Background: an optimization exercise with open tools, aiming at a short achievable clock period and few clock cycles. Do not read the settings as production practice. In this exercise RTL edits were held to simulation tests only and were not proved equivalent to the original. Power and IR drop assume default switching activity.

--- flow/design.v ---
`timescale 1ns / 1ps
`timescale 1ns / 1ps
 `timescale 1ns / 1ps
module ALU(
    input wire [31:0] op1,
    input wire [31:0] op2,
    input wire [3:0] ALU_func,
    output reg [31:0] ALU_out
    );
    always @ (*)
        begin
            case (ALU_func)
                4'd0:   ALU_out <= op1 << op2[4:0];
                4'd1:   ALU_out <= op1 >> op2[4:0];
                4'd2:   ALU_out <= $signed(op1) >>> op2[4:0];
                4'd3:   ALU_out <= op1 + op2;
                4'd4:   ALU_out <= op1 - op2;
                4'd5:   ALU_out <= op1 ^ op2;
                4'd6:    ALU_out <= op1 | op2;
                4'd7:   ALU_out <= op1 & op2;
                4'd8:   ALU_out <= $signed(op1) < $signed(op2) ? 32'd1 : 32'd0;
                4'd9:  ALU_out <= $unsigned(op1) < $unsigned(op2) ? 32'd1 : 32'd0;
                4'd10:   ALU_out <= {op2[31:12], 12'd0};
                default:    ALU_out <= 32'd0;
            endcase
        end
endmodule
`timescale 1ns / 1ps
 `timescale 1ns / 1ps
module BranchDecision(
    input wire [31:0] reg1, reg2,
    input wire [2:0] br_type,
    output reg br
    );
    always @ (*)
        begin
            case(br_type)
                3'd0:  br <= 1'b0;
                3'd1:       br <= (reg1 == reg2);
                3'd2:       br <= (reg1 != reg2);
                3'd3:       br <= ($signed(reg1) < $signed(reg2));
                3'd4:      br <= ($unsigned(reg1) < $unsigned(reg2));
                3'd5:       br <= ($signed(reg1) >= $signed(reg2));
                3'd6:      br <= ($unsigned(reg1) >= $unsigned(reg2));
                default:    br <= 1'b0;
            endcase
        end
endmodule
`timescale 1ns / 1ps
 `timescale 1ns / 1ps
module ControllerDecoder(
    input wire [31:0] inst,
    output wire jal,
    output wire jalr,
    output wire op2_src,
    output reg [3:0] ALU_func,
    output reg [2:0] br_type,
    output wire load_npc,
    output wire wb_select,
    output reg [2:0] load_type,
    output reg [1:0] src_reg_en,
    output reg reg_write_en,
    output reg [3:0] cache_write_en,
    output wire alu_src1,
    output wire [1:0] alu_src2,
    output reg [2:0] imm_type, 
    output reg csrreg_write_en, 
    output reg [2:0] csrALU_func, 
    output wire csrwb_select
    );
    wire [6:0] Op, Fn7;
    wire [2:0] Fn3;
    wire [4:0] Rs2, Rs1, RD;
    assign {Fn7, Rs2, Rs1, Fn3, RD, Op} = inst;
    localparam ALUR_OP = 7'b011_0011; 
    localparam ALUI_OP = 7'b001_0011; 
    localparam LUI_OP = 7'b011_0111; 
    localparam AUIPC_OP = 7'b001_0111; 
    localparam JALR_OP = 7'b110_0111; 
    localparam JAL_OP = 7'b110_1111; 
    localparam BR_OP = 7'b110_0011; 
    localparam LOAD_OP = 7'b000_0011; 
    localparam STORE_OP = 7'b010_0011; 
    localparam CSR_OP = 7'b111_0011;
    wire SLLI, SRLI, SRAI, SLL;
    assign SLLI = (Op == ALUI_OP) && (Fn3 == 3'b001) && (Fn7 == 7'b000_0000);
    assign SRLI = (Op == ALUI_OP) && (Fn3 == 3'b101) && (Fn7 == 7'b000_0000);
    assign SRAI = (Op == ALUI_OP) && (Fn3 == 3'b101) && (Fn7 == 7'b010_0000);
    assign SLL = (Op == ALUR_OP) && (Fn3 == 3'b001) && (Fn7 == 7'b000_0000);
    assign SRL = (Op == ALUR_OP) && (Fn3 == 3'b101) && (Fn7 == 7'b000_0000);
    assign SRA = (Op == ALUR_OP) && (Fn3 == 3'b101) && (Fn7 == 7'b010_0000);
    wire ADD, SUB, ADDI;
    assign ADD = (Op == ALUR_OP) && (Fn3 == 3'b000) && (Fn7 == 7'b000_0000);
    assign SUB = (Op == ALUR_OP) && (Fn3 == 3'b000) && (Fn7 == 7'b010_0000);
    assign ADDI = (Op == ALUI_OP) && (Fn3 == 3'b000);
    wire SLT, SLTU, SLTI, SLTIU;
    assign SLT = (Op == ALUR_OP) && (Fn3 == 3'b010) && (Fn7 == 7'b000_0000);
    assign SLTU = (Op == ALUR_OP) && (Fn3 == 3'b011) && (Fn7 == 7'b000_0000);
    assign SLTI = (Op == ALUI_OP) && (Fn3 == 3'b010);
    assign SLTIU = (Op == ALUI_OP) && (Fn3 == 3'b011);
    wire XOR, OR, AND, XORI, ORI, ANDI;
    assign XOR = (Op == ALUR_OP) && (Fn3 == 3'b100) && (Fn7 == 7'b000_0000);
    assign OR = (Op == ALUR_OP) && (Fn3 == 3'b110) && (Fn7 == 7'b000_0000);
    assign AND = (Op == ALUR_OP) && (Fn3 == 3'b111) && (Fn7 == 7'b000_0000);
    assign XORI = (Op == ALUI_OP) && (Fn3 == 3'b100);
    assign ORI = (Op == ALUI_OP) && (Fn3 == 3'b110);
    assign ANDI = (Op == ALUI_OP) && (Fn3 == 3'b111);
    wire LUI, AUIPC;
    assign LUI = (Op == LUI_OP);
    assign AUIPC = (Op == AUIPC_OP);
    wire JALR, JAL, BEQ, BNE, BLT, BGE, BLTU, BGEU;
    assign JALR = (Op == JALR_OP);
    assign JAL = (Op == JAL_OP);
    assign BEQ = (Op == BR_OP) && (Fn3 == 3'b000);
    assign BNE = (Op == BR_OP) && (Fn3 == 3'b001);
    assign BLT = (Op == BR_OP) && (Fn3 == 3'b100);
    assign BGE = (Op == BR_OP) && (Fn3 == 3'b101);
    assign BLTU = (Op == BR_OP) && (Fn3 == 3'b110);
    assign BGEU = (Op == BR_OP) && (Fn3 == 3'b111);
    wire LB, LH, LW, LBU, LHU;
    assign LB = (Op == LOAD_OP) && (Fn3 == 3'b000);
    assign LH = (Op == LOAD_OP) && (Fn3 == 3'b001);
    assign LW = (Op == LOAD_OP) && (Fn3 == 3'b010);
    assign LBU = (Op == LOAD_OP) && (Fn3 == 3'b100);
    assign LHU = (Op == LOAD_OP) && (Fn3 == 3'b101);
    wire SB, SH, SW;
    assign SB = (Op == STORE_OP) && (Fn3 == 3'b000);
    assign SH = (Op == STORE_OP) && (Fn3 == 3'b001);
    assign SW = (Op == STORE_OP) && (Fn3 == 3'b010);
    wire CSRW, CSRS, CSRC, CSRWI, CSRSI, CSRCI; 
    assign CSRW = (Op == CSR_OP) && (Fn3 == 3'b001); 
    assign CSRS = (Op == CSR_OP) && (Fn3 == 3'b010); 
    assign CSRC = (Op == CSR_OP) && (Fn3 == 3'b011); 
    assign CSRWI = (Op == CSR_OP) && (Fn3 == 3'b101); 
    assign CSRSI = (Op == CSR_OP) && (Fn3 == 3'b110); 
    assign CSRCI = (Op == CSR_OP) && (Fn3 == 3'b111);
    assign jal = JAL;
    assign jalr = JALR;
    assign op2_src = SLLI || SRLI || SRAI || ADDI || SLTI || SLTIU || XORI || ORI || ANDI || LUI || AUIPC || JALR || JAL || BEQ || BNE || BLT || BGE || BLTU || BGEU || LB || LH || LW || LBU || LHU || SB || SH || SW;
    always @ (*)
        begin
            if (SLL || SLLI)        ALU_func <= 4'd0;
            else if (SRL || SRLI)   ALU_func <= 4'd1;
            else if (SRA || SRAI)   ALU_func <= 4'd2;
            else if (ADD || ADDI || AUIPC || JALR || Op == LOAD_OP || Op == STORE_OP)   
                                    ALU_func <= 4'd3;
            else if (SUB)           ALU_func <= 4'd4;
            else if (XOR || XORI)   ALU_func <= 4'd5;
            else if (OR || ORI)     ALU_func <= 4'd6;
            else if (AND || ANDI)   ALU_func <= 4'd7;
            else if (SLT || SLTI)   ALU_func <= 4'd8;
            else if (SLTU || SLTIU) ALU_func <= 4'd9;
            else if (LUI)           ALU_func <= 4'd10;
            else                    ALU_func <= 4'b1111;
        end
    always @ (*)
        begin
            if (BEQ)        br_type <= 3'd1;
            else if (BNE)   br_type <= 3'd2;
            else if (BLT)   br_type <= 3'd3;
            else if (BLTU)  br_type <= 3'd4;
            else if (BGE)   br_type <= 3'd5;
            else if (BGEU)  br_type <= 3'd6;
            else            br_type <= 3'd0;  
        end
    assign load_npc = JAL || JALR;
    wire RegWD_NL = LUI || AUIPC || (Op == ALUR_OP) || (Op == ALUI_OP) || JAL || JALR;
    wire RegWD_L = LB || LH || LW || LBU || LHU;
    assign wb_select = RegWD_NL ? 1'b0 : (RegWD_L ? 1'b1 : 1'b0);
    always @ (*)
        begin
            if (LB)         load_type <= 3'd1;
            else if (LH)    load_type <= 3'd2;
            else if (LW)    load_type <= 3'd3;
            else if (LBU)   load_type <= 3'd4;
            else if (LHU)   load_type <= 3'd5;
            else            load_type <= 3'b0;
        end
    always @ (*)
        begin
            src_reg_en[0] <= (Op == ALUR_OP) || (Op == BR_OP) || (Op == STORE_OP);
            src_reg_en[1] <= (Op == ALUI_OP) || (Op == ALUR_OP) || (Op == LOAD_OP) || (Op == STORE_OP) || (Op == BR_OP) || JALR;
        end
    always @ (*)
        begin 
            if(RegWD_NL || RegWD_L || CSRW || CSRS || CSRC || CSRWI || CSRSI || CSRCI) reg_write_en <= 1'b1;
            else reg_write_en <= 1'b0; 
        end
    always @ (*)
        begin
            if (SB)         cache_write_en <= 4'b0001;
            else if (SH)    cache_write_en <= 4'b0011;
            else if (SW)    cache_write_en <= 4'b1111;
            else            cache_write_en <= 4'b0000;
        end
    always @ (*)
        begin
            if (Op == ALUR_OP)          imm_type <= 3'd0;
            else if (Op == ALUI_OP || Op == LOAD_OP || JALR)   imm_type <= 3'd1;
            else if (LUI || AUIPC)      imm_type <= 3'd4;
            else if (JAL)               imm_type <= 3'd5;
            else if (Op == BR_OP)       imm_type <= 3'd3;
            else if (Op == STORE_OP)    imm_type <= 3'd2;
            else                        imm_type <= 3'b111;
        end
    assign alu_src1 = AUIPC;
    assign alu_src2 = (SLLI || SRLI || SRAI) ? 2'b01 : ((Op == ALUR_OP || Op == BR_OP) ? 2'b00 : 2'b10);
    always @ (*)
        begin 
            if(CSRW || CSRS || CSRC || CSRWI || CSRCI || CSRSI ) csrreg_write_en <= 1'b1;
            else csrreg_write_en <= 1'b0; 
        end
    always @ (*)
        begin
            if (CSRW)       csrALU_func <= 3'd0;
            else if (CSRS)  csrALU_func <= 3'd1;
            else if (CSRC)  csrALU_func <= 3'd2; 
            else if (CSRWI) csrALU_func <= 3'd3;
            else if (CSRSI) csrALU_func <= 3'd4;
            else if (CSRCI) csrALU_func <= 3'd5;
            else            csrALU_func <= 3'b111;
        end
    assign csrwb_select = (CSRW || CSRS || CSRC || CSRWI || CSRSI || CSRCI) ? 1'b1 : 1'b0;
endmodule
`timescale 1ns / 1ps
 `timescale 1ns / 1ps
module csrALU(
    input wire [31:0] op1,
    input wire [31:0] op2,
    input wire [4:0] op3,
    input wire [2:0] csrALU_func,
    output reg [31:0] ALU_out
    );
    always @ (*)
        begin
            case (csrALU_func)
                3'd0:     ALU_out <= op1 ;
                3'd1:     ALU_out <= op1 | op2;
                3'd2:     ALU_out <= (~op1) & op2;
                3'd3:    ALU_out <= {27'd0, op3};
                3'd4:    ALU_out <= op2 | {27'd0, op3};
                3'd5:    ALU_out <= op2 & ~{27'd0, op3};
                default:    ALU_out <= 32'd0;
            endcase
        end
endmodule
`timescale 1ns / 1ps
module CSRRegisterFile(
    input wire clk, 
    input wire rst, 
    input wire write_en, 
    input wire [11:0] addr, wb_addr, 
    input wire [31:0] wb_data, 
    output wire [31:0] csrreg
);
reg [31:0] csr_reg_file[3:0];
integer i;
    always@(posedge clk) 
    begin 
        if (rst)
            for (i = 0; i < 4; i = i + 1) 
                csr_reg_file[i][31:0] <= 32'b0;
        else if(write_en)
            csr_reg_file[wb_addr[1:0]] <= wb_data;   
    end
    assign csrreg = (write_en && (wb_addr[1:0] == addr[1:0])) ? wb_data : csr_reg_file[addr[1:0]];
endmodule
`timescale 1ns / 1ps
 `timescale 1ns / 1ps
module DataExtend(
    input wire [31:0] data,
    input wire [1:0] addr,
    input wire [2:0] load_type,
    output reg [31:0] dealt_data
    );
    always @ (*)
        begin
            case (load_type)
                3'b0:    dealt_data <= 32'b0;
                3'd1:    
                    begin
                        case(addr)
                            2'b00:  dealt_data <= {{24{data[7]}}, data[7:0]};
                            2'b01:  dealt_data <= {{24{data[15]}}, data[15:8]};
                            2'b10:  dealt_data <= {{24{data[23]}}, data[23:16]};
                            2'b11:  dealt_data <= {{24{data[31]}}, data[31:24]};
                            default:    dealt_data <= 32'b0;
                        endcase
                    end
                3'd2:
                    begin
                        casex(addr)
                            2'b00:  dealt_data <= {{16{data[15]}}, data[15:0]};
                            2'b01:  dealt_data <= {{16{data[23]}}, data[23:8]};
                            2'b10:  dealt_data <= {{16{data[31]}}, data[31:16]};
                            default:    dealt_data <= 32'b0;
                        endcase
                    end
                3'd3:    dealt_data <= data;
                3'd4:   
                    begin
                        case(addr)
                            2'b00:  dealt_data <= {24'b0, data[7:0]};
                            2'b01:  dealt_data <= {24'b0, data[15:8]};
                            2'b10:  dealt_data <= {24'b0, data[23:16]};
                            2'b11:  dealt_data <= {24'b0, data[31:24]};
                            default: dealt_data <= 32'b0;
                        endcase
                    end
                3'd5:
                    begin
                        casex(addr)
                            2'b00:  dealt_data <= {16'b0, data[15:0]};
                            2'b01:  dealt_data <= {16'b0, data[23:8]};
                            2'b10:  dealt_data <= {16'b0, data[31:16]};
                            default:    dealt_data <= 32'b0;
                        endcase
                    end
                default:    dealt_data <= 32'b0;
            endcase
        end
endmodule
`timescale 1ns / 1ps
module RegisterFile(
    input wire clk,
    input wire rst,
    input wire write_en,
    input wire [4:0] addr1, addr2, wb_addr,
    input wire [31:0] wb_data,
    output wire [31:0] reg1, reg2
    );
    reg [31:0] reg_file[31:1];
    integer i;
    always@(posedge clk) 
    begin 
        if (rst)
            for (i = 1; i < 32; i = i + 1) 
                reg_file[i][31:0] <= 32'b0;
        else if(write_en && (wb_addr != 5'h0))
            reg_file[wb_addr] <= wb_data;   
    end
    assign reg1 = (addr1 == 5'b0) ? 32'h0 :
                  (write_en && (wb_addr == addr1)) ? wb_data : reg_file[addr1];
    assign reg2 = (addr2 == 5'b0) ? 32'h0 :
                  (write_en && (wb_addr == addr2)) ? wb_data : reg_file[addr2];
endmodule
`timescale 1ns / 1ps
module HarzardUnit(
    input wire rst,
    input wire [4:0] reg1_srcD, reg2_srcD, reg1_srcE, reg2_srcE, reg_dstE, reg_dstM, reg_dstW,
    input wire br, jalr, jal,
    input wire [1:0] src_reg_en,
    input wire wb_select,
    input wire reg_write_en_EX,
    input wire reg_write_en_MEM,
    input wire reg_write_en_WB,
    input wire cache_write_en_EX,
    input wire alu_src1,
    input wire [1:0] alu_src2,
    output reg flushF, bubbleF, flushD, bubbleD, flushE, bubbleE, flushM, bubbleM, flushW, bubbleW,
    output reg [1:0] op1_sel, op2_sel, reg2_sel
    );
    always @ (*)
        begin
            if(rst)
                begin
                    flushF <= 1'b1; bubbleF <= 1'b0;
                    flushD <= 1'b1; bubbleD <= 1'b0;
                    flushE <= 1'b1; bubbleE <= 1'b0;
                    flushM <= 1'b1; bubbleM <= 1'b0;
                    flushW <= 1'b1; bubbleW <= 1'b0;
                end
            else if (wb_select && ((reg_dstE == reg1_srcD) || (reg_dstE == reg2_srcD) && reg_dstE != 5'b0 ))
                begin
                    flushF <= 1'b0; bubbleF <= 1'b1;
                    flushD <= 1'b0; bubbleD <= 1'b1;
                    flushE <= 1'b1; bubbleE <= 1'b0;
                    flushM <= 1'b0; bubbleM <= 1'b0;
                    flushW <= 1'b0; bubbleW <= 1'b0;
                end
            else if (br || jalr)
                begin
                    flushF <= 1'b0; bubbleF <= 1'b0;
                    flushD <= 1'b1; bubbleD <= 1'b0;
                    flushE <= 1'b1; bubbleE <= 1'b0;
                    flushM <= 1'b0; bubbleM <= 1'b0;
                    flushW <= 1'b0; bubbleW <= 1'b0;                    
                end
            else if (jal)
                begin
                    flushF <= 1'b0; bubbleF <= 1'b0;
                    flushD <= 1'b1; bubbleD <= 1'b0;
                    flushE <= 1'b0; bubbleE <= 1'b0;
                    flushM <= 1'b0; bubbleM <= 1'b0;
                    flushW <= 1'b0; bubbleW <= 1'b0;                    
                end
            else 
                begin
                    flushF <= 1'b0; bubbleF <= 1'b0;
                    flushD <= 1'b0; bubbleD <= 1'b0;
                    flushE <= 1'b0; bubbleE <= 1'b0;
                    flushM <= 1'b0; bubbleM <= 1'b0;
                    flushW <= 1'b0; bubbleW <= 1'b0;                    
                end
        end
    always @ (*)
        begin
            if ((src_reg_en[1] == 1'b1) && (reg_write_en_MEM) && (reg_dstM != 5'b0) && (reg1_srcE == reg_dstM))
                op1_sel <= 2'b00;
            else if ((src_reg_en[1] == 1'b1) && (reg_write_en_WB) && (reg_dstW != 5'b0) && (reg1_srcE == reg_dstW) )
                op1_sel <= 2'b01;
            else if (alu_src1 == 1'b0)
                op1_sel <= 2'b11;
            else
                op1_sel <= 2'b10;
        end
    always @ (*)
        begin
            if ((src_reg_en[0] == 1'b1) && (reg_write_en_MEM) && (reg_dstM != 5'b0) && (reg2_srcE == reg_dstM) && !cache_write_en_EX)
                op2_sel <= 2'b00;
            else if ((src_reg_en[0] == 1'b1) && (reg_write_en_WB) && (reg_dstW != 5'b0) && (reg2_srcE == reg_dstW) && !cache_write_en_EX)
                op2_sel <= 2'b01;
            else if (alu_src2 == 2'b00 || alu_src2 == 2'b10)
                op2_sel <= 2'b11;
            else
                op2_sel <= 2'b10;
        end
    always @ (*)
        begin
            if ((src_reg_en[0] == 1'b1) && (reg_write_en_MEM) && (reg_dstM != 5'b0) && (reg2_srcE == reg_dstM))
                reg2_sel <= 2'b00;
            else if ((src_reg_en[0] == 1'b1) && (reg_write_en_WB) && (reg_dstW != 5'b0) && (reg2_srcE == reg_dstW))
                reg2_sel <= 2'b01;
            else 
                reg2_sel <= 2'b10;
        end
endmodule
`timescale 1ns / 1ps
 `timescale 1ns / 1ps
module ImmExtend(
    input wire [31:7] inst,
    input wire [2:0] imm_type,
    output reg [31:0] imm
    );
    always@(*)
    begin
        case(imm_type)
            3'd1: imm <= {{21{inst[31]}}, inst[30:20]};
            3'd0: imm <= 32'b0;
            3'd2: imm <= {{21{inst[31]}}, inst[30:25], inst[11:7]};
            3'd3: imm <= {{20{inst[31]}}, inst[7], inst[30:25], inst[11:8], 1'b0};
            3'd4: imm <= {inst[31:12], 12'b0};
            3'd5: imm <= {{12{inst[31]}}, inst[19:12], inst[20], inst[30:21], 1'b0};
            default: imm <= 32'h00000000;
        endcase
    end
endmodule
`timescale 1ns / 1ps
module NPC_Generator(
    input wire [31:0] PC, jal_target, jalr_target, br_target,
    input wire jal, jalr, br,
    output reg [31:0] NPC
    );
    always@(*)
        begin
            if(jalr) NPC <= jalr_target;
            else if(br) NPC <= br_target;
            else if(jal) NPC <= jal_target;
            else NPC <= PC;
        end
endmodule
`timescale 1ns / 1ps
module PC_IF(
    input wire clk, bubbleF, flushF,
    input wire [31:0] NPC,
    output reg [31:0] PC
    );
    always@(posedge clk)
        if (!bubbleF) 
        begin
            if (flushF)
                PC <= 0;
            else 
                PC <= NPC;
        end
endmodule
`timescale 1ns / 1ps
module PC_ID(
    input wire clk, bubbleD, flushD,
    input wire [31:0] PC_IF,
    output reg [31:0] PC_ID
    );
    always@(posedge clk)
        if (!bubbleD) 
        begin
            if (flushD)
                PC_ID <= 0;
            else 
                PC_ID <= PC_IF;
        end
endmodule
`timescale 1ns / 1ps
module IR_ID(
    input wire clk, bubbleD, flushD,
    input wire [31:0] inst_ID_raw,
    output wire [31:0] inst_ID
    );
    reg bubble_ff;
    reg flush_ff;
    reg [31:0] inst_ID_old;
    always@(posedge clk)
    begin
        bubble_ff <= bubbleD;
        flush_ff <= flushD;
        inst_ID_old <= inst_ID_raw;
    end
    assign inst_ID = bubble_ff ? inst_ID_old : (flush_ff ? 32'b0 : inst_ID_raw);
endmodule
`timescale 1ns / 1ps
module Addr_EX(
    input wire clk, bubbleE, flushE,
    input wire [4:0] reg1_src_ID, reg2_src_ID, reg_dest_ID,
    output reg [4:0] reg1_src_EX, reg2_src_EX, reg_dest_EX
    );
    always@(posedge clk)
        if (!bubbleE) 
        begin
            if (flushE)
            begin
                reg1_src_EX <= 0;
                reg2_src_EX <= 0;
                reg_dest_EX <= 0;
            end
            else
            begin
                reg1_src_EX <= reg1_src_ID;
                reg2_src_EX <= reg2_src_ID;
                reg_dest_EX <= reg_dest_ID;
            end
        end
endmodule
`timescale 1ns / 1ps
module BR_Target_EX(
    input wire clk, bubbleE, flushE,
    input wire [31:0] address,
    output reg [31:0] address_EX
    );
    always@(posedge clk)
        if (!bubbleE) 
        begin
            if (flushE)
                address_EX <= 0;
            else 
                address_EX <= address;
        end
endmodule
`timescale 1ns / 1ps
module Ctrl_EX(
    input wire clk, bubbleE, flushE,
    input wire jalr_ID,
    input wire [3:0] ALU_func_ID,
    input wire [2:0] br_type_ID,
    input wire load_npc_ID,
    input wire wb_select_ID,
    input wire [2:0] load_type_ID,
    input wire [1:0] src_reg_en_ID,
    input wire reg_write_en_ID,
    input wire [3:0] cache_write_en_ID,
    input wire alu_src1_ID,
    input wire [1:0] alu_src2_ID,
    input wire csrreg_write_en_ID,
    input wire [2:0] csrALU_func_ID, 
    input wire csrwb_select_ID, 
    output reg jalr_EX,
    output reg [3:0] ALU_func_EX,
    output reg [2:0] br_type_EX,
    output reg load_npc_EX,
    output reg wb_select_EX,
    output reg [2:0] load_type_EX,
    output reg [2:0] src_reg_en_EX,
    output reg reg_write_en_EX,
    output reg [3:0] cache_write_en_EX,
    output reg alu_src1_EX,
    output reg [1:0] alu_src2_EX, 
    output reg csrreg_write_en_EX, 
    output reg [2:0] csrALU_func_EX, 
    output reg csrwb_select_EX
    );
    always@(posedge clk)
        if (!bubbleE) 
        begin
            if (flushE)
            begin
                jalr_EX <= 0;
                ALU_func_EX <= 4'h0;
                br_type_EX <= 3'h0;
                load_npc_EX <= 0;
                wb_select_EX <= 0;
                load_type_EX <= 2'h0;
                src_reg_en_EX <= 2'h0;
                reg_write_en_EX <= 0;
                cache_write_en_EX <= 3'h0;
                alu_src1_EX <= 0;
                alu_src2_EX <= 2'b0;
                csrreg_write_en_EX = 0;
                csrALU_func_EX = 3'b0;
                csrwb_select_EX = 0;
            end
            else
            begin
                jalr_EX <= jalr_ID;
                ALU_func_EX <= ALU_func_ID;
                br_type_EX <= br_type_ID;
                load_npc_EX <= load_npc_ID;
                wb_select_EX <= wb_select_ID;
                load_type_EX <= load_type_ID;
                src_reg_en_EX <= src_reg_en_ID;
                reg_write_en_EX <= reg_write_en_ID;
                cache_write_en_EX <= cache_write_en_ID;
                alu_src1_EX <= alu_src1_ID;
                alu_src2_EX <= alu_src2_ID;
                csrreg_write_en_EX <= csrreg_write_en_ID;
                csrALU_func_EX <= csrALU_func_ID;
                csrwb_select_EX <= csrwb_select_ID;
            end
        end
endmodule
`timescale 1ns / 1ps
module Op1_EX(
    input wire clk, bubbleE, flushE,
    input wire [31:0] reg1,
    output reg [31:0] reg1_EX
    );
    always@(posedge clk)
        if (!bubbleE) 
        begin
            if (flushE)
                reg1_EX <= 0;
            else 
                reg1_EX <= reg1;
        end
endmodule
`timescale 1ns / 1ps
module Op2_EX(
    input wire clk, bubbleE, flushE,
    input wire [31:0] op2,
    output reg [31:0] reg_or_imm
    );
    always@(posedge clk)
        if (!bubbleE) 
        begin
            if (flushE)
                reg_or_imm <= 0;
            else 
                reg_or_imm <= op2;
        end
endmodule
`timescale 1ns / 1ps
module PC_EX(
    input wire clk, bubbleE, flushE,
    input wire [31:0] PC_ID,
    output reg [31:0] PC_EX
    );
    always@(posedge clk)
        if (!bubbleE) 
        begin
            if (flushE)
                PC_EX <= 0;
            else 
                PC_EX <= PC_ID;
        end
endmodule
`timescale 1ns / 1ps
module Reg2_EX(
    input wire clk, bubbleE, flushE,
    input wire [31:0] reg2,
    output reg [31:0] reg2_EX
    );
    always@(posedge clk)
        if (!bubbleE) 
        begin
            if (flushE)
                reg2_EX <= 0;
            else 
                reg2_EX <= reg2;
        end
endmodule
`timescale 1ns / 1ps
module csrAddrid(
    input wire clk, bubbleE, flushE, 
    input wire [11:0] csrAid, 
    output reg [11:0] csrAex    
);
always @ (posedge clk)
    if(!bubbleE)
    begin
        if(flushE)
            csrAex <= 0;
        else 
            csrAex <= csrAid;
    end
endmodule
`timescale 1ns / 1ps
module csrDid(
    input wire clk, bubbleE, flushE, 
    input wire [31:0] csrRegid, 
    output reg [31:0] csrRegex    
);
always @ (posedge clk)
    if(!bubbleE)
    begin
        if(flushE)
            csrRegex <= 0;
        else 
            csrRegex <= csrRegid;
    end
endmodule
`timescale 1ns / 1ps
module Addr_MEM(
    input wire clk, bubbleM, flushM,
    input wire [4:0] reg_dest_EX,
    output reg [4:0] reg_dest_MEM
    );
    always@(posedge clk)
        if (!bubbleM) 
        begin
            if (flushM)
                reg_dest_MEM <= 0;
            else 
                reg_dest_MEM <= reg_dest_EX;
        end
endmodule
`timescale 1ns / 1ps
module Ctrl_MEM(
    input wire clk, bubbleM, flushM,
    input wire wb_select_EX,
    input wire [2:0] load_type_EX,
    input wire reg_write_en_EX,
    input wire [3:0] cache_write_en_EX,
    input wire csrwb_select_EX, 
    input wire csrreg_write_en_EX,
    output reg wb_select_MEM,
    output reg [2:0] load_type_MEM,
    output reg reg_write_en_MEM,
    output reg [3:0] cache_write_en_MEM,
    output reg csrwb_select_MEM, 
    output reg csrreg_write_en_MEM
    );
    always@(posedge clk)
        if (!bubbleM) 
        begin
            if (flushM)
            begin
                wb_select_MEM <= 0;
                load_type_MEM <= 2'h0;
                reg_write_en_MEM <= 0;
                cache_write_en_MEM <= 3'h0;
                csrwb_select_MEM = 0;
                csrreg_write_en_MEM = 0;
            end
            else
            begin
                wb_select_MEM <= wb_select_EX;
                load_type_MEM <= load_type_EX;
                reg_write_en_MEM <= reg_write_en_EX;
                cache_write_en_MEM <= cache_write_en_EX;
                csrwb_select_MEM <= csrwb_select_EX; 
                csrreg_write_en_MEM <= csrreg_write_en_EX;
            end
        end
endmodule
`timescale 1ns / 1ps
module Reg2_MEM(
    input wire clk, bubbleM, flushM,
    input wire [31:0] reg2_EX,
    output reg [31:0] reg2_MEM
    );
    always@(posedge clk)
        if (!bubbleM) 
        begin
            if (flushM)
                reg2_MEM <= 0;
            else 
                reg2_MEM <= reg2_EX;
        end
endmodule
`timescale 1ns / 1ps
module Result_MEM(
    input wire clk, bubbleM, flushM,
    input wire [31:0] result,
    output reg [31:0] result_MEM
    );
    always@(posedge clk)
        if (!bubbleM) 
        begin
            if (flushM)
                result_MEM <= 32'h0;
            else 
                result_MEM <= result;
        end
endmodule
`timescale 1ns / 1ps
module csrAddrex(
    input wire clk, bubbleM, flushM,
    input wire [11:0] csrAex,
    output reg [11:0] csrAmem
    );
    always@(posedge clk)
        if (!bubbleM) 
        begin
            if (flushM)
                csrAmem <= 0;
            else 
                csrAmem <= csrAex;
        end
endmodule
`timescale 1ns / 1ps
module csrDex(
    input wire clk, bubbleM, flushM,
    input wire [31:0] csrALU_out,
    output reg [31:0] csrRegmem2
    );
    always@(posedge clk)
        if (!bubbleM) 
        begin
            if (flushM)
                csrRegmem2 <= 0;
            else 
                csrRegmem2 <= csrALU_out;
        end
endmodule
`timescale 1ns / 1ps
module csrex(
    input wire clk, bubbleM, flushM,
    input wire [31:0] csrRegex,
    output reg [31:0] csrRegmem1
    );
    always@(posedge clk)
        if (!bubbleM) 
        begin
            if (flushM)
                csrRegmem1 <= 0;
            else 
                csrRegmem1 <= csrRegex;
        end
endmodule
`timescale 1ns / 1ps
module Addr_WB(
    input wire clk, bubbleW, flushW,
    input wire [4:0] reg_dest_MEM,
    output reg [4:0] reg_dest_WB
    );
    always@(posedge clk)
        if (!bubbleW) 
        begin
            if (flushW)
                reg_dest_WB <= 4'h0;
            else 
                reg_dest_WB <= reg_dest_MEM;
        end
endmodule
`timescale 1ns / 1ps
module Ctrl_WB(
    input wire clk, bubbleW, flushW,
    input wire reg_write_en_MEM,
    input wire csrreg_write_en_MEM,
    output reg reg_write_en_WB,
    output reg csrreg_write_en_WB
    );
    always@(posedge clk)
        if (!bubbleW) 
        begin
            if (flushW)
                begin
                reg_write_en_WB <= 0;
                csrreg_write_en_WB <= 0;
                end
            else
                begin
                reg_write_en_WB <= reg_write_en_MEM;
                csrreg_write_en_WB <= csrreg_write_en_MEM;
                end
        end
endmodule
`timescale 1ns / 1ps
module WB_Data_WB(
    input wire clk, bubbleW, flushW,
    input wire wb_select, csrwb_select,
    input wire [2:0] load_type,
    input  [3:0] write_en,
    input  [31:0] addr,
    input  [31:0] in_data,
    input [31:0] csrRegmem1,
    input wire [31:0] data_raw,
    output wire [3:0] mem_write_en,
    output wire [31:0] mem_in_data,
    output wire [31:0] data_WB
    );
    wire [31:0] data_WB_raw;
    assign mem_write_en = write_en << addr[1:0];
    assign mem_in_data = in_data << (8 * addr[1:0]);
    reg bubble_ff;
    reg flush_ff;
    reg wb_select_old;
    reg csrwb_select_old;
    reg [31:0] data_WB_old;
    reg [31:0] csrRegmem1_old;
    reg [31:0] addr_old;
    reg [2:0] load_type_old;
    DataExtend DataExtend1(
        .data(data_raw),
        .addr(addr_old[1:0]),
        .load_type(load_type_old),
        .dealt_data(data_WB_raw)
    );
    always@(posedge clk)
    begin
        bubble_ff <= bubbleW;
        flush_ff <= flushW;
        data_WB_old <= data_WB;
        addr_old <= addr;
        wb_select_old <= wb_select;
        csrwb_select_old <= csrwb_select;
        load_type_old <= load_type;
        csrRegmem1_old <= csrRegmem1;
    end
    wire [31:0] data_WB_first;
    assign data_WB_first = bubble_ff ? data_WB_old :
                                 (flush_ff ? 32'b0 : 
                                             (wb_select_old ? data_WB_raw :
                                                          addr_old));
    assign data_WB = csrwb_select_old ? csrRegmem1_old : data_WB_first;
endmodule
`timescale 1ns / 1ps
module csrAddrwb(
    input wire clk, bubbleW, flushW,
    input wire [31:0] csrAmem,
    output reg [31:0] csrAwb
    );
    always@(posedge clk)
        if (!bubbleW) 
        begin
            if (flushW)
                csrAwb <= 0;
            else 
                csrAwb <= csrAmem;
        end
endmodule
`timescale 1ns / 1ps
module csrDwb(
    input wire clk, bubbleW, flushW,
    input wire [31:0] csrRegmem2,
    output reg [31:0] csrRegwb
    );
    always@(posedge clk)
        if (!bubbleW) 
        begin
            if (flushW)
                csrRegwb <= 0;
            else 
                csrRegwb <= csrRegmem2;
        end
endmodule
`timescale 1ns / 1ps
module RV32ICore(
    input wire CPU_CLK,
    input wire CPU_RST,
    output wire [31:0] imem_addr,
    input wire [31:0] imem_rdata,
    output wire [31:0] dmem_addr,
    output wire [3:0] dmem_we,
    output wire [31:0] dmem_wdata,
    input wire [31:0] dmem_rdata
    );
    wire bubbleF, flushF, bubbleD, flushD, bubbleE, flushE, bubbleM, flushM, bubbleW, flushW;
    wire [31:0] jal_target, br_target;
    wire jal, br;
    wire jalr_ID, jalr_EX;
    wire [31:0] NPC, PC_IF, PC_4, PC_ID, PC_EX;
    wire [31:0] inst_ID;
    wire reg_write_en_ID, reg_write_en_EX, reg_write_en_MEM, reg_write_en_WB;
    wire [4:0] reg1_src_EX;
    wire [4:0] reg2_src_EX;
    wire [4:0] reg_dest_EX, reg_dest_MEM, reg_dest_WB;
    wire [31:0] data_WB;
    wire [31:0] reg1, reg1_EX;
    wire [31:0] reg2, reg2_EX, reg2_MEM;
    wire [31:0] op2;
    wire [31:0] reg_or_imm;
    wire op2_src;
    wire [3:0] ALU_func_ID, ALU_func_EX;
    wire [2:0] br_type_ID, br_type_EX;
    wire load_npc_ID, load_npc_EX;
    wire wb_select_ID, wb_select_EX, wb_select_MEM;
    wire [2:0] load_type_ID, load_type_EX, load_type_MEM;
    wire [1:0] src_reg_en_ID, src_reg_en_EX;
    wire [3:0] cache_write_en_ID, cache_write_en_EX, cache_write_en_MEM;
    wire alu_src1_ID, alu_src1_EX;
    wire [1:0] alu_src2_ID, alu_src2_EX;
    wire [2:0] imm_type;
    wire [31:0] imm;
    wire [31:0] ALU_op1, ALU_op2, ALU_out;
    wire [31:0] dealt_reg2;
    wire [31:0] result, result_MEM;
    wire [1:0] op1_sel, op2_sel, reg2_sel;
    wire csrreg_write_en_ID, csrreg_write_en_EX, csrreg_write_en_MEM, csrreg_write_en_WB;
    wire [2:0] csrALU_func_ID, csrALU_func_EX;
    wire csrwb_select_ID, csrwb_select_EX, csrwb_select_MEM;
    wire [31:0] csrRegid, csrRegex, csrRegmem1, csrRegmem2, csrRegwb, csrALU_out; 
    wire [11:0] csrAex, csrAmem, csrAwb;
    assign imem_addr = PC_IF;
    assign dmem_addr = result_MEM;
    assign PC_4 = PC_IF + 4;
    assign op2 = op2_src ? imm : reg2;
    assign jal_target = PC_ID + op2 - 4;
    assign ALU_op1 = (op1_sel == 2'h0) ? result_MEM :
                                         ((op1_sel == 2'h1) ? data_WB :
                                                              (op1_sel == 2'h2) ? (PC_EX - 4) :
                                                                                  reg1_EX);
    assign ALU_op2 = (op2_sel == 2'h0) ? result_MEM :
                                         ((op2_sel == 2'h1) ? data_WB :
                                                              ((op2_sel == 2'h2) ? reg2_src_EX :
                                                                                   reg_or_imm));
    assign dealt_reg2 = (reg2_sel == 2'h0) ? result_MEM :
                                            ((reg2_sel == 2'h1) ? data_WB : reg2_EX);
    assign result = load_npc_EX ? PC_EX : ALU_out;
    NPC_Generator NPC_Generator1(
        .PC(PC_4),
        .jal_target(jal_target),
        .jalr_target(ALU_out),
        .br_target(br_target),
        .jal(jal),
        .jalr(jalr_EX),
        .br(br),
        .NPC(NPC)
    );
    PC_IF PC_IF1(
        .clk(CPU_CLK),
        .bubbleF(bubbleF),
        .flushF(flushF),
        .NPC(NPC),
        .PC(PC_IF)
    );
    PC_ID PC_ID1(
        .clk(CPU_CLK),
        .bubbleD(bubbleD),
        .flushD(flushD),
        .PC_IF(PC_4),
        .PC_ID(PC_ID)
    );
    IR_ID IR_ID1(
        .clk(CPU_CLK),
        .bubbleD(bubbleD),
        .flushD(flushD),
        .inst_ID_raw(imem_rdata),
        .inst_ID(inst_ID)
    );
    RegisterFile RegisterFile1(
        .clk(CPU_CLK),
        .rst(CPU_RST),
        .write_en(reg_write_en_WB),
        .addr1(inst_ID[19:15]),
        .addr2(inst_ID[24:20]),
        .wb_addr(reg_dest_WB),
        .wb_data(data_WB),
        .reg1(reg1),
        .reg2(reg2)
    );
    CSRRegisterFile CSRRegisterFile1(
        .clk(CPU_CLK), 
        .rst(CPU_RST), 
        .write_en(csrreg_write_en_WB), 
        .addr(inst_ID[31:20]), 
        .wb_addr(csrAwb),
        .wb_data(csrRegwb), 
        .csrreg(csrRegid) 
    );
    ControllerDecoder ControllerDecoder1(
        .inst(inst_ID),
        .jal(jal),
        .jalr(jalr_ID),
        .op2_src(op2_src),
        .ALU_func(ALU_func_ID),
        .br_type(br_type_ID),
        .load_npc(load_npc_ID),
        .wb_select(wb_select_ID),
        .load_type(load_type_ID),
        .src_reg_en(src_reg_en_ID),
        .reg_write_en(reg_write_en_ID),
        .cache_write_en(cache_write_en_ID),
        .alu_src1(alu_src1_ID),
        .alu_src2(alu_src2_ID),
        .imm_type(imm_type), 
        .csrreg_write_en(csrreg_write_en_ID), 
        .csrALU_func(csrALU_func_ID), 
        .csrwb_select(csrwb_select_ID)
    );
    ImmExtend ImmExtend1(
        .inst(inst_ID[31:7]),
        .imm_type(imm_type),
        .imm(imm)
    );
    PC_EX PC_EX1(
        .clk(CPU_CLK),
        .bubbleE(bubbleE),
        .flushE(flushE),
        .PC_ID(PC_ID),
        .PC_EX(PC_EX)
    );
    BR_Target_EX BR_Target_EX1(
        .clk(CPU_CLK),
        .bubbleE(bubbleE),
        .flushE(flushE),
        .address(jal_target),
        .address_EX(br_target)
    );
    Op1_EX Op1_EX1(
        .clk(CPU_CLK),
        .bubbleE(bubbleE),
        .flushE(flushE),
        .reg1(reg1),
        .reg1_EX(reg1_EX)
    );
    Op2_EX Op2_EX1(
        .clk(CPU_CLK),
        .bubbleE(bubbleE),
        .flushE(flushE),
        .op2(op2),
        .reg_or_imm(reg_or_imm)
    );
    Reg2_EX Reg2_EX1(
        .clk(CPU_CLK),
        .bubbleE(bubbleE),
        .flushE(flushE),
        .reg2(reg2),
        .reg2_EX(reg2_EX)
    );
    Addr_EX Addr_EX1(
        .clk(CPU_CLK),
        .bubbleE(bubbleE),
        .flushE(flushE),
        .reg1_src_ID(inst_ID[19:15]),
        .reg2_src_ID(inst_ID[24:20]),
        .reg_dest_ID(inst_ID[11:7]),
        .reg1_src_EX(reg1_src_EX),
        .reg2_src_EX(reg2_src_EX),
        .reg_dest_EX(reg_dest_EX)
    );
    csrDid csrDid1(
        .clk(CPU_CLK), 
        .bubbleE(bubbleE), 
        .flushE(flushE), 
        .csrRegid(csrRegid), 
        .csrRegex(csrRegex)
    );
    csrAddrid csrAddrid1(
        .clk(CPU_CLK), 
        .bubbleE(bubbleE), 
        .flushE(flushE), 
        .csrAid(inst_ID[31:20]), 
        .csrAex(csrAex)
    );
    Ctrl_EX Ctrl_EX1(
        .clk(CPU_CLK),
        .bubbleE(bubbleE),
        .flushE(flushE),
        .jalr_ID(jalr_ID),
        .ALU_func_ID(ALU_func_ID),
        .br_type_ID(br_type_ID),
        .load_npc_ID(load_npc_ID),
        .wb_select_ID(wb_select_ID),
        .load_type_ID(load_type_ID),
        .src_reg_en_ID(src_reg_en_ID),
        .reg_write_en_ID(reg_write_en_ID),
        .cache_write_en_ID(cache_write_en_ID),
        .alu_src1_ID(alu_src1_ID),
        .alu_src2_ID(alu_src2_ID),
        .csrreg_write_en_ID(csrreg_write_en_ID),
        .csrALU_func_ID(csrALU_func_ID),
        .csrwb_select_ID(csrwb_select_ID),
        .jalr_EX(jalr_EX),
        .ALU_func_EX(ALU_func_EX),
        .br_type_EX(br_type_EX),
        .load_npc_EX(load_npc_EX),
        .wb_select_EX(wb_select_EX),
        .load_type_EX(load_type_EX),
        .src_reg_en_EX(src_reg_en_EX),
        .reg_write_en_EX(reg_write_en_EX),
        .cache_write_en_EX(cache_write_en_EX),
        .alu_src1_EX(alu_src1_EX),
        .alu_src2_EX(alu_src2_EX), 
        .csrreg_write_en_EX(csrreg_write_en_EX),
        .csrALU_func_EX(csrALU_func_EX), 
        .csrwb_select_EX(csrwb_select_EX)
    );
    ALU ALU1(
        .op1(ALU_op1),
        .op2(ALU_op2),
        .ALU_func(ALU_func_EX),
        .ALU_out(ALU_out)
    );
    csrALU csrALU1(
        .op1(reg1_EX), 
        .op2(csrRegex), 
        .op3(reg1_src_EX), 
        .csrALU_func(csrALU_func_EX), 
        .ALU_out(csrALU_out)
    );
    BranchDecision BranchDecision1(
        .reg1(ALU_op1),
        .reg2(dealt_reg2),
        .br_type(br_type_EX),
        .br(br)
    );
    Result_MEM Result_MEM1(
        .clk(CPU_CLK),
        .bubbleM(bubbleM),
        .flushM(flushM),
        .result(result),
        .result_MEM(result_MEM)
    );
    Reg2_MEM Reg2_MEM1(
        .clk(CPU_CLK),
        .bubbleM(bubbleM),
        .flushM(flushM),
        .reg2_EX(dealt_reg2),
        .reg2_MEM(reg2_MEM)
    );
    Addr_MEM Addr_MEM1(
        .clk(CPU_CLK),
        .bubbleM(bubbleM),
        .flushM(flushM),
        .reg_dest_EX(reg_dest_EX),
        .reg_dest_MEM(reg_dest_MEM)
    );
    csrex csrex1(
        .clk(CPU_CLK), 
        .bubbleM(bubbleM), 
        .flushM(flushM), 
        .csrRegex(csrRegex), 
        .csrRegmem1(csrRegmem1)
    );
    csrDex csrDex1(
        .clk(CPU_CLK), 
        .bubbleM(bubbleM), 
        .flushM(flushM), 
        .csrALU_out(csrALU_out),
        .csrRegmem2(csrRegmem2) 
    );
    csrAddrex csrAddrex1(
        .clk(CPU_CLK), 
        .bubbleM(bubbleM), 
        .flushM(flushM), 
        .csrAex(csrAex), 
        .csrAmem(csrAmem)
    );
    Ctrl_MEM Ctrl_MEM1(
        .clk(CPU_CLK),
        .bubbleM(bubbleM),
        .flushM(flushM),
        .wb_select_EX(wb_select_EX),
        .load_type_EX(load_type_EX),
        .reg_write_en_EX(reg_write_en_EX),
        .cache_write_en_EX(cache_write_en_EX),
        .csrwb_select_EX(csrwb_select_EX), 
        .csrreg_write_en_EX(csrreg_write_en_EX),
        .wb_select_MEM(wb_select_MEM),
        .load_type_MEM(load_type_MEM),
        .reg_write_en_MEM(reg_write_en_MEM),
        .cache_write_en_MEM(cache_write_en_MEM),
        .csrwb_select_MEM(csrwb_select_MEM),
        .csrreg_write_en_MEM(csrreg_write_en_MEM)
    );
    WB_Data_WB WB_Data_WB1(
        .clk(CPU_CLK),
        .bubbleW(bubbleW),
        .flushW(flushW),
        .wb_select(wb_select_MEM),
        .csrwb_select(csrwb_select_MEM),
        .load_type(load_type_MEM),
        .write_en(cache_write_en_MEM),
        .addr(result_MEM),
        .in_data(reg2_MEM),
        .csrRegmem1(csrRegmem1),
        .data_raw(dmem_rdata),
        .mem_write_en(dmem_we),
        .mem_in_data(dmem_wdata),
        .data_WB(data_WB)
    );
    Addr_WB Addr_WB1(
        .clk(CPU_CLK),
        .bubbleW(bubbleW),
        .flushW(flushW),
        .reg_dest_MEM(reg_dest_MEM),
        .reg_dest_WB(reg_dest_WB)
    );
    csrDwb csrDwb1(
        .clk(CPU_CLK), 
        .bubbleW(bubbleW), 
        .flushW(flushW), 
        .csrRegmem2(csrRegmem2), 
        .csrRegwb(csrRegwb)
    );
    csrAddrwb csrAddrwb1(
        .clk(CPU_CLK), 
        .bubbleW(bubbleW), 
        .flushW(flushW), 
        .csrAmem(csrAmem),
        .csrAwb(csrAwb)
    );
    Ctrl_WB Ctrl_WB1(
        .clk(CPU_CLK),
        .bubbleW(bubbleW),
        .flushW(flushW),
        .reg_write_en_MEM(reg_write_en_MEM),
        .csrreg_write_en_MEM(csrreg_write_en_MEM),
        .reg_write_en_WB(reg_write_en_WB),
        .csrreg_write_en_WB(csrreg_write_en_WB)
    );
    HarzardUnit HarzardUnit1(
        .rst(CPU_RST),
        .reg1_srcD(inst_ID[19:15]),
        .reg2_srcD(inst_ID[24:20]),
        .reg1_srcE(reg1_src_EX),
        .reg2_srcE(reg2_src_EX),
        .reg_dstE(reg_dest_EX),
        .reg_dstM(reg_dest_MEM),
        .reg_dstW(reg_dest_WB),
        .br(br),
        .jalr(jalr_EX),
        .jal(jal),
        .src_reg_en(src_reg_en_EX),
        .wb_select(wb_select_EX),
        .reg_write_en_EX(reg_write_en_EX),
        .reg_write_en_MEM(reg_write_en_MEM),
        .reg_write_en_WB(reg_write_en_WB),
        .cache_write_en_EX(cache_write_en_EX),
        .alu_src1(alu_src1_EX),
        .alu_src2(alu_src2_EX),
        .flushF(flushF),
        .bubbleF(bubbleF),
        .flushD(flushD),
        .bubbleD(bubbleD),
        .flushE(flushE),
        .bubbleE(bubbleE),
        .flushM(flushM),
        .bubbleM(bubbleM),
        .flushW(flushW),
        .bubbleW(bubbleW),
        .op1_sel(op1_sel),
        .op2_sel(op2_sel),
        .reg2_sel(reg2_sel)
    );  
endmodule
--- flow/run.sh ---
#!/bin/bash
# synth_recipe.tcl (not shown) runs the flow's synth.tcl, then flattens the netlist and writes it again
# the make line also repeats each setting of config.mk as NAME=value (left out here)
make -C /OpenROAD-flow-scripts/flow DESIGN_CONFIG=/design/flow/config.mk WORK_HOME=/design/flow/orfs CLKGATE_MAP_FILE= SYNTH_SCRIPT=/design/flow/synth_recipe.tcl finish
--- flow/config.mk ---
export PLATFORM = sky130hd
export DESIGN_NAME = RV32ICore
export DESIGN_NICKNAME = RV32ICore
export VERILOG_FILES = /design/flow/design.v
export SDC_FILE = /design/flow/constraint.sdc
export NUM_CORES = 4
export LEC_CHECK = 0
export CAP_MARGIN = 20
export CORE_MARGIN = 2
export CORE_UTILIZATION = 40
export SLEW_MARGIN = 20
--- flow/constraint.sdc ---
create_clock -name core_clock -period 10.0 [get_ports {CPU_CLK}]
set_input_delay 2.0000 -clock core_clock [delete_from_list [all_inputs] [get_ports {CPU_CLK}]]
set_output_delay 2.0000 -clock core_clock [all_outputs]
set_load 0.01 [all_outputs]
==> run notes <==
==> routing by layer <==
metal  part of all wire [%]  track usage, %  wire [um]  vias to the layer above
met5                 0.0047               0         21                        -
met4                    6.9            20.7      31100                        4
met3                     12            7.69      53200                     1308
met2                     43            53.1     195000                     6795
met1                     38            44.8     169000                    44819
li1                       -               -          -                    39983
==> worst max-delay path: cells and delay by family <==
| family | cells | cell delay, ns |
|---|---|---|
| AO/OA/AOI/OAI | 11 | 2.98 |
| AND/OR/NAND/NOR | 5 | 2.36 |
| buffers and inverters | 5 | 1.57 |
| adder cells (fa/ha/maj) | 1 | 0.40 |
| multiplexers | 1 | 0.28 |
==> state kept, by name (all words and copies together) (netlist names), 5 cells and up <==
signal,count
CSRRegisterFile1.csr_reg_file,128
csrDid1.csrRegex,32
IR_ID1.inst_ID_old,32
csrDex1.csrRegmem2,32
RegisterFile1.reg_file,1024
Addr_MEM1.reg_dest_MEM,5
Op1_EX1.reg1_EX,32
csrex1.csrRegmem1,32
Addr_EX1.reg1_src_EX,5
Result_MEM1.result_MEM,32
Op2_EX1.reg_or_imm,32
PC_ID1.PC_ID,32
Reg2_EX1.reg2_EX,32
Addr_WB1.reg_dest_WB,5
PC_EX1.PC_EX,32
BR_Target_EX1.address_EX,32
csrDwb1.csrRegwb,32
WB_Data_WB1.csrRegmem1_old,32
Reg2_MEM1.reg2_MEM,32
PC_IF1.PC,32
WB_Data_WB1.addr_old,32
Addr_EX1.reg_dest_EX,5
==> worst min path at each step <==
stage / end / cells past startpoint
2_1_floorplan: WB_Data_WB1.csrRegmem1_old[0] / 0
3_3_place_gp: WB_Data_WB1.csrRegmem1_old[29] / 0
3_5_place_dp: WB_Data_WB1.csrRegmem1_old[4] / 0
4_1_cts: WB_Data_WB1.csrRegmem1_old[4] / 0
5_1_grt: WB_Data_WB1.csrRegmem1_old[13] / 0
6_report: WB_Data_WB1.csrRegmem1_old[19] / 0
==> cells in the final DEF, fill, tap and decap left out, types with 34 or more instances in the layout <==
cell	netlist	final
sky130_fd_sc_hd__a31oi_1	281	281
sky130_fd_sc_hd__a311o_1	35	35
sky130_fd_sc_hd__mux2i_1	212	212
sky130_fd_sc_hd__a311oi_1	255	255
sky130_fd_sc_hd__o211ai_1	101	101
sky130_fd_sc_hd__edfxtp_1	1216	1216
sky130_fd_sc_hd__a221oi_1	46	43
sky130_fd_sc_hd__inv_1	257	256
sky130_fd_sc_hd__clkbuf_16	0	193
sky130_fd_sc_hd__and3_1	282	281
sky130_fd_sc_hd__buf_12	0	34
sky130_fd_sc_hd__a21oi_1	361	360
sky130_fd_sc_hd__a211oi_1	234	229
sky130_fd_sc_hd__clkbuf_1	819	37
sky130_fd_sc_hd__a22oi_1	94	87
sky130_fd_sc_hd__nand2_1	2530	2524
sky130_fd_sc_hd__a21o_1	45	45
sky130_fd_sc_hd__and2_1	207	205
sky130_fd_sc_hd__clkdlybuf4s50_1	0	164
sky130_fd_sc_hd__nor2b_1	129	126
sky130_fd_sc_hd__o22ai_1	52	52
sky130_fd_sc_hd__xor2_1	46	46
sky130_fd_sc_hd__ha_1	192	192
sky130_fd_sc_hd__xnor2_1	66	66
sky130_fd_sc_hd__dfxtp_1	523	519
sky130_fd_sc_hd__mux2_2	58	58
sky130_fd_sc_hd__nor3_1	119	113
sky130_fd_sc_hd__nand3_1	637	637
sky130_fd_sc_hd__buf_4	8	372
sky130_fd_sc_hd__o21ai_0	175	169
sky130_fd_sc_hd__nor4_1	44	39
sky130_fd_sc_hd__nand2b_1	68	37
sky130_fd_sc_hd__nor2_1	1573	1560
==> cell families after synthesis <==
logic type | after synthesis
AO/OA/AOI/OAI | 2080
XOR/XNOR | 112
adder cells (fa/ha/maj) | 195
buffers and inverters | 1264
flip-flops | 1739
multiplexers | 280
other | 1
AND/OR/NAND/NOR | 5755
==> where the power goes <==
group | internal (uW) | switching (uW) | total [uW]
Clock | 4010 | 3130 | 7140
Sequential | 8020 | 298 | 8320
Combinational | 1180 | 2510 | 3700
Total | 13200 | 5950 | 19200
==> stage by stage <==
step | util (%) | power, uW | hold slack, ns | instances
global placement | 42.8 | 12000 | 0.314 | 14233
global route | 45.3 | 19600 | 0.330 | 14587
CTS | 45.3 | 19000 | 0.327 | 14581
detailed placement | 42.8 | 12000 | 0.312 | 14233
floorplan | - | 10400 | 0.310 | 11457
finish | 45.3 | 19200 | 0.326 | 14594
==> layout make-up <==
class | count | area share, %
Clock buffer | 245 | 4.68
Timing Repair Buffer | 571 | 4.64
Clock inverter | 103 | 0.956
Sequential cell | 1739 | 42.5
Antenna cell | 12 | 0.0272
Tap cell | 3202 | 3.63
Inverter | 268 | 0.913
Multi-Input combinational cell | 8454 | 42.6
==> impl_table.tex <==
\begin{tabular}{lr}
\hline
Metric & Value \\
\hline
\multicolumn{2}{l}{\textbf{Run status}} \\
Result of the run & finished clean \\
\multicolumn{2}{l}{\textbf{Worst setup path}} \\
Critical-path cell list & clkdlybuf4s50\_1 -> mux4\_2 -> or3b\_1 -> nor2\_1 -> a221o\_1 -> a221oi\_4 -> buf\_4 -> a211oi\_1 -> a21oi\_1 -> ha\_1 -> a211oi\_1 -> o21ai\_0 -> a211oi\_1 -> o211ai\_1 -> or4b\_2 -> a21oi\_1 -> a2111oi\_2 -> buf\_12 -> a211oi\_4 -> buf\_4 -> nand2\_1 -> nor4\_1 -> buf\_4 \\
Reg-to-reg critical path startpoint & Addr\_WB1.reg\_dest\_WB[2] \\
Critical path arrival & 9.60 ns \\
Worst setup endpoint & Ctrl\_EX1.cache\_write\_en\_EX[2] \\
Crit path max fanout & 33 \\
Kind of start point of the critical path & input pin \\
Count of cells along the worst register-to-register path & 20 \\
Reg-to-reg critical path endpoint & PC\_IF1.PC[12] \\
Timing startpoint of the critical path & dmem\_rdata[23] \\
CP Capture Type & flop \\
Data required time of the critical path & 10.81 ns \\
R2r setup slk & 1.39 ns \\
Standard cell with the maximum stage delay on the critical path & sky130\_fd\_sc\_hd\_\_nor4\_1 \\
Maximum single-stage delay on the critical path & 0.72 ns \\
Critical path class & in2reg \\
\multicolumn{2}{l}{\textbf{Clocking}} \\
Number of setup buffers added after CTS & 0 \\
Clock tree from TritonCTS & yes \\
Number of buffers created by CTS & 187 \\
Count of hold-fix buffers inserted at cts & 0 \\
Clock-pin slew on the worst setup and hold paths & 0.06 ns \\
Buffer levels on the longest clock path & 3 \\
CTS root buf & sky130\_fd\_sc\_hd\_\_clkbuf\_16 \\
CTS Sinks & 1,739 \\
Post-CTS sizing & 0 \\
H-tree Lvls & 4 \\
Insertion delay of the later-clocked pin in the worst-skew pair & 0.88 ns \\
\multicolumn{2}{l}{\textbf{STA}} \\
Maximum clock frequency & 114 MHz \\
Setup skew after layout & 0.0699 ns \\
Min cycle time layout & 8.80 ns \\
Setup TNS & 0 ns \\
Fin worst setup slack & 1.20 ns \\
Max Slew Vio Count & 0 \\
Final hold violations & 0 \\
Setup violators final & 0 \\
Unrepaired setup endpoints after global routing & no \\
Transition at the pin with the smallest max-transition slack & 1.32 ns \\
Max\_slew headroom & 11.7\% \\
Tcrit/Tclk final & 88.0\% \\
\multicolumn{2}{l}{\textbf{Drt}} \\
DR iter-0 viols & 13.5k \\
Wirelength, routed & 449 mm \\
Post-detailed-route count of antenna-violating nets & 0 \\
DRC errors left & 0 \\
First-pass iteration count of the detailed router & 7 \\
DR WL/cell & 30.7 um \\
Drt via density & 6.37 \\
Via total after detailed routing & 92.9k \\
\multicolumn{2}{l}{\textbf{Finish}} \\
Fraction of final layout cells sized beyond drive strength 1 & 8.44\% \\
Area growth, synth to finish & 12.6\% \\
Combined area of the multi-input logic cells & 47,100 um\^{}2 \\
Design area & 110,000 um\^{}2 \\
Number of nets at the end of the flow & 11.5k \\
Register cell area after layout & 47,000 um\^{}2 \\
Count of filler cells inserted in the layout & 23.2k \\
\multicolumn{2}{l}{\textbf{Synthesis}} \\
Seq/Total Area, Yosys & 47.9\% \\
Cell area after synthesis & 98,100 um\^{}2 \\
Share of flip-flops with an asynchronous set or reset after synthesis & 0\% \\
Multiplexer area fraction after synthesis & 3.06\% \\
Number of enable flip-flop cells after synthesis & 1,216 \\
Most frequently used flop master after synthesis & sky130\_fd\_sc\_hd\_\_edfxtp\_1 \\
Top-count cell post-synth & sky130\_fd\_sc\_hd\_\_nand2\_1 \\
Main combinational cell family by area after synthesis & simple AND/OR/NAND/NOR gates \\
Fraction of the mapped netlist area in compound gates & 15.1\% \\
XOR/XNOR Fraction of Synth Area & 0.999\% \\
Cells taking the most area after synthesis & sky130\_fd\_sc\_hd\_\_edfxtp\_1 (37\%), sky130\_fd\_sc\_hd\_\_dfxtp\_1 (11\%), sky130\_fd\_sc\_hd\_\_nand2\_1 (9.7\%), sky130\_fd\_sc\_hd\_\_nor2\_1 (6.0\%), sky130\_fd\_sc\_hd\_\_nand3\_1 (3.2\%) \\
Syn avg cell area & 8.59 um\^{}2 \\
Cell type with the highest aggregate area in the netlist & sky130\_fd\_sc\_hd\_\_edfxtp\_1 \\
Area share of the leading cell type in the synthesized netlist & 37.2\% \\
Flops \& latches, synth & 1,739 \\
Share of synthesized cell area in and, or, nand and nor gates & 25.5\% \\
Adder-cell area share of the yosys netlist & 2.51\% \\
Library cells used by synthesis & 115 \\
Gate count of the mapped netlist & 11.4k \\
Post-synth top cells & sky130\_fd\_sc\_hd\_\_nand2\_1 (2,530), sky130\_fd\_sc\_hd\_\_nor2\_1 (1,573), sky130\_fd\_sc\_hd\_\_edfxtp\_1 (1,216), sky130\_fd\_sc\_hd\_\_clkbuf\_1 (819), sky130\_fd\_sc\_hd\_\_nand3\_1 (637) \\
Number of warnings printed during yosys synthesis & 40 \\
\multicolumn{2}{l}{\textbf{Global route}} \\
GRT Util Overall & 34.7\% \\
Leftover overflow at the end of global routing & 0 \\
Pin count of the biggest net entering global routing & 132 \\
Global-route wire length before repair & 635 mm \\
Antenna violations before repair & 15 \\
Vias in the first global route & 87.2k \\
\multicolumn{2}{l}{\textbf{Die}} \\
Die height & 499 um \\
Total die area & 249,000 um\^{}2 \\
Starting density of the core & 40.3\% \\
Num rows & 181 \\
Core area & 244,000 um\^{}2 \\
Die extent in x & 499 um \\
I/O pin count & 166 \\
\multicolumn{2}{l}{\textbf{Min path}} \\
Launch point of the worst hold path & csrex1.csrRegmem1[19] \\
Type of the worst min-delay path & reg2reg \\
\multicolumn{2}{l}{\textbf{Place}} \\
Number of input and output port buffers inserted & 165 \\
Placed wire-length estimate after detailed placement & 300 mm \\
Gp weighted congestion & 1.06 \\
Worst-case setup slack after placement & 0.701 ns \\
Cell area after placement & 104,000 um\^{}2 \\
\multicolumn{2}{l}{\textbf{Power}} \\
Total power divided by cell area & 173 nW/um\^{}2 \\
Max VDD drop & 158 uV \\
Static Leak & 0.0408 uW \\
\multicolumn{2}{l}{\textbf{Flow run}} \\
Maxcap violations & 0 \\
\hline
\end{tabular}
Testbench counts, summed over its fixed seeds: cycles 134,879.

afterwards: timing with drivers on the ports:
The flow's constraints put no driver on any port. The routed layout listed below was extracted and timed again, unchanged, in two steps.
Step 1 sets driving cells, clkbuf_16 on the clock port and buf_2 on the other inputs (assumed; they add their load-dependent delay and slew).
Step 2 times the ports against the registers' clock, not the clock port: input delays grow and output delays shrink by t, the midpoint of the rising clock arrivals with the driver on.
a / b / c = ideal / step 1 / step 2; a / b = the first two.
t (ns): 0.939
setup slack, ns: 1.203 / 1.265 / 0.326
latest minus earliest clock arrival (ns): 0.070 / 0.070
worst data-port slew with drivers (ns): 0.08
After both steps setup and hold are still met in this run. For this run, drivers alone change the setup slack by +0.062 ns; drivers and shift together by -0.877 ns.
